This design comes from an exercise in tuning for small area and a short achievable clock period on the open sky130 flow, not from production work.
Only simulation tests tie the RTL to the original design; equivalence was not proved. The flow treats the clock pin as an ideal source, which a real chip does not have.

== job 6189 ==
// top
module top(
    clk,
    rst_n,
    ifm0,
    ifm1,
    ifm2,
    ifm0_en,
    ifm1_en,
    ifm2_en,
    w0,
    w1,
    w2,
    w0_en,
    w1_en,
    w2_en,
    obf0_rd_en,
    obf1_rd_en,
    obf2_rd_en,
    obf0_empty,
    obf1_empty,
    obf2_empty,
    obf0_full,
    obf1_full,
    obf2_full,
    obf0_err,
    obf1_err,
    obf2_err,
    obf0_out,
    obf1_out,
    obf2_out
);
export LEC_CHECK = 0
export CAP_MARGIN = 20
export CORE_MARGIN = 2
export CORE_UTILIZATION = 40
export CTS_CLUSTER_DIAMETER = 100
export CTS_CLUSTER_SIZE = 30
export PLACE_DENSITY = 0.6
export SETUP_SLACK_MARGIN = 2.6
export SLEW_MARGIN = 20
create_clock -name core_clock -period 5.0 [get_ports {clk}]
standard.sh (not shown) runs the stock make flow with config.mk's settings and CLKGATE_MAP_FILE= SYNTH_SCRIPT=/design/flow/synth_recipe.tcl, a recipe that flattens the netlist after the stock synthesis.
==> flow/flow/run.sh <==
#!/bin/bash
# Layout flow: the standard flow (standard.sh), with two changes:
#  - the port buffers start as buf_2 (repair may still resize them),
#  - clock tree synthesis inserts no dummy loads and uses clkbuf_8 below
#    its root buffer.
# standard.sh's output goes to standard.log in the work folder; ORFS keeps
# each step's full log under orfs/logs/.
cp standard.sh standard_sh.txt
export BUFFER_PORTS_ARGS="-buffer_cell sky130_fd_sc_hd__buf_2"
export CTS_ARGS="-sink_clustering_enable -repair_clock_nets -root_buf sky130_fd_sc_hd__clkbuf_16 -buf_list sky130_fd_sc_hd__clkbuf_8 -sink_clustering_size 20 -sink_clustering_max_diameter 80 -dont_use_dummy_load"
bash standard.sh > standard.log 2>&1
The following lists how job 4291 was set up differently from job 6189:
# job 6189
export LEC_CHECK = 0
export CAP_MARGIN = 20
export CORE_MARGIN = 2
export CORE_UTILIZATION = 40
export CTS_CLUSTER_DIAMETER = 100
export CTS_CLUSTER_SIZE = 30
export PLACE_DENSITY = 0.6
export SETUP_SLACK_MARGIN = 2.6
export SLEW_MARGIN = 20
create_clock -name core_clock -period 5.0 [get_ports {clk}]
# job 4291
export LEC_CHECK = 0
export ABC_AREA = 1
export CAP_MARGIN = 20
export CORE_MARGIN = 2
export CORE_UTILIZATION = 40
export CTS_CLUSTER_DIAMETER = 100
export CTS_CLUSTER_SIZE = 30
export PLACE_DENSITY = 0.6
export SETUP_SLACK_MARGIN = 2.8
export SLEW_MARGIN = 20
create_clock -name core_clock -period 5.0 [get_ports {clk}]
==> flow/flow/run.sh <==
#!/bin/bash
# Layout flow: the standard flow (standard.sh), with two changes:
#  - the port buffers start as buf_2 (repair may still resize them),
#  - clock tree synthesis inserts no dummy loads.
# standard.sh's output goes to standard.log in the work folder; ORFS keeps
# each step's full log under orfs/logs/.
cp standard.sh standard_sh.txt
export BUFFER_PORTS_ARGS="-buffer_cell sky130_fd_sc_hd__buf_2"
export CTS_ARGS="-sink_clustering_enable -repair_clock_nets -sink_clustering_size 30 -sink_clustering_max_diameter 100 -dont_use_dummy_load"
bash standard.sh > standard.log 2>&1
## What came out
Diff job 6189 -> job 4291 | area growth from synthesis to layout | increase of 1.0 points. Looking at post-CTS repair timing setup buffer count, job 4291 sits above job 6189. Routed wire length for job 4291: about 7% up relative to job 6189. Job 4291 ends up with higher latest clock arrival within the worst-skew pair than job 6189 does.
### job 4291 -> job 1941
# job 4291
export LEC_CHECK = 0
export ABC_AREA = 1
export CAP_MARGIN = 20
export CORE_MARGIN = 2
export CORE_UTILIZATION = 40
export CTS_CLUSTER_DIAMETER = 100
export CTS_CLUSTER_SIZE = 30
export PLACE_DENSITY = 0.6
export SETUP_SLACK_MARGIN = 2.8
export SLEW_MARGIN = 20
create_clock -name core_clock -period 5.0 [get_ports {clk}]
# job 1941
export LEC_CHECK = 0
export CAP_MARGIN = 20
export CORE_MARGIN = 2
export CORE_UTILIZATION = 40
export CTS_CLUSTER_DIAMETER = 100
export CTS_CLUSTER_SIZE = 30
export PLACE_DENSITY = 0.6
export SETUP_SLACK_MARGIN = 3.0
export SLEW_MARGIN = 20
create_clock -name core_clock -period 5.0 [get_ports {clk}]
==> flow/run.sh (new file) <==
#!/bin/bash
# synth_recipe.tcl (not shown) runs the flow's synth.tcl, then flattens the netlist and writes it again
# the make line also repeats each setting of config.mk as NAME=value (left out here)
make -C /OpenROAD-flow-scripts/flow DESIGN_CONFIG=/design/flow/config.mk WORK_HOME=/design/flow/orfs CLKGATE_MAP_FILE= SYNTH_SCRIPT=/design/flow/synth_recipe.tcl finish
removed: flow/flow/run.sh
removed: flow/standard.sh
Notes after the runs:
- [compare] base=job 4291 new=job 1941: fill cell total of the finished layout fell by about 9%, via count fell 3552, core area has decreased, share of synthesized cell area in and, or, nand and nor gates has decreased, global-route wire length before repair went down.
- Required time at the worst-slack endpoint (higher): job 1941
- g_row[0].g_col[2].pe.ag[4] as the source of the critical timing path was reported by job 1941, and obf2.data_rdout[9] by job 4291.
- Job 1941 vs job 4291, data arrival time of the worst path went up by 1.62 ns.
- When job 1941 is set beside job 4291, its clock-buffer cell count turns out to be 34 larger.
- Job 1941 vs. job 4291: routed length per instance went up by 2.8 um.
- Summary: with job 4291 as the reference, routed wire length in job 1941 moved down slightly.
- Final non-filler cell area: job 1941 higher than job 4291
Input-level comparison between job 1694 and job 1941:
# job 1941
export LEC_CHECK = 0
export CAP_MARGIN = 20
export CORE_MARGIN = 2
export CORE_UTILIZATION = 40
export CTS_CLUSTER_DIAMETER = 100
export CTS_CLUSTER_SIZE = 30
export PLACE_DENSITY = 0.6
export SETUP_SLACK_MARGIN = 3.0
export SLEW_MARGIN = 20
create_clock -name core_clock -period 5.0 [get_ports {clk}]
# job 1694
export LEC_CHECK = 0
export CAP_MARGIN = 20
export CORE_MARGIN = 2
export CORE_UTILIZATION = 40
export CTS_CLUSTER_DIAMETER = 100
export CTS_CLUSTER_SIZE = 30
export PLACE_DENSITY = 0.6
export SETUP_SLACK_MARGIN = 2.7
export SLEW_MARGIN = 20
create_clock -name core_clock -period 5.0 [get_ports {clk}]
==> flow/flow/run.sh (new file) <==
#!/bin/bash
# Layout flow: the standard flow (standard.sh), with two changes:
#  - the port buffers start as buf_2 (repair may still resize them),
#  - clock tree synthesis inserts no dummy loads.
# standard.sh's output goes to standard.log in the work folder; ORFS keeps
# each step's full log under orfs/logs/.
cp standard.sh standard_sh.txt
export BUFFER_PORTS_ARGS="-buffer_cell sky130_fd_sc_hd__buf_2"
export CTS_ARGS="-sink_clustering_enable -repair_clock_nets -sink_clustering_size 30 -sink_clustering_max_diameter 100 -dont_use_dummy_load"
bash standard.sh > standard.log 2>&1
==> flow/standard.sh (new file) <==
#!/bin/bash
# synth_recipe.tcl (not shown) runs the flow's synth.tcl, then flattens the netlist and writes it again
# the make line also repeats each setting of config.mk as NAME=value (left out here)
make -C /OpenROAD-flow-scripts/flow DESIGN_CONFIG=/design/flow/config.mk WORK_HOME=/design/flow/orfs CLKGATE_MAP_FILE= SYNTH_SCRIPT=/design/flow/synth_recipe.tcl "${@:-finish}"
removed: flow/run.sh
[summary]
In summary, job 1694 completed successfully, with a layout that passed the timing, DRC and antenna checks. Job 1694 ended up with sky130_fd_sc_hd__dfrtp_1 as its critical-path cell with the highest stage delay; job 1941 ended up with sky130_fd_sc_hd__fa_2. Per the comparison of job 1694 with job 1941, final design area excluding fillers decreased by about 6% relative to the old numbers, ratio of final minimum period to clock period now sits at about the same level, final wirelength has decreased. On routed length per instance: between job 1941 and job 1694, it ends up higher for job 1941. Per the comparison of job 1694 with job 1941, shortest period the worst path allows ~0 delta, placer's final routability congestion estimate -about 2.7%, wire length of the first global-routing pass -about 3.7%, growth of design area from synthesis to finish -7.0 points. In the metrics for job 1941 and job 1694, the one carrying the lower cell depth of the worst flop-to-flop path is job 1941.

## separate check: timing with driven ports
No port has a modelled driver above. Below, the same layouts with a new extraction and two added sets of constraints.
Step 1 sets driving cells, clkbuf_16 on the clock port and buf_2 on the other inputs (assumed; they add their load-dependent delay and slew).
Step 2 times the ports against the registers' clock, not the clock port: input delays grow and output delays shrink by t, the midpoint of the rising clock arrivals with the driver on.
a / b / c = ideal ports / drivers / drivers and shift; a / b = the first two.
run	shift t [ns]	slack for setup (ns)	worst hold slack (ns)	clock arrival spread, ns
job 6189	0.736	2.597 / 2.597 / 2.525	0.265 / 0.241 / 0.409	0.108 / 0.108
job 4291	0.762	2.636 / 2.561 / 2.494	0.274 / 0.252 / 0.342	0.114 / 0.114
job 1941	0.782	2.654 / 2.599 / 2.311	0.314 / 0.285 / 0.432	0.066 / 0.066
job 1694	0.757	2.655 / 2.580 / 2.404	0.247 / 0.224 / 0.416	0.123 / 0.124
After both steps setup and hold are still met in every run listed. The setup slack of job 1941, which loses most, moves by -0.055 ns with the drivers and by -0.343 ns with both steps.
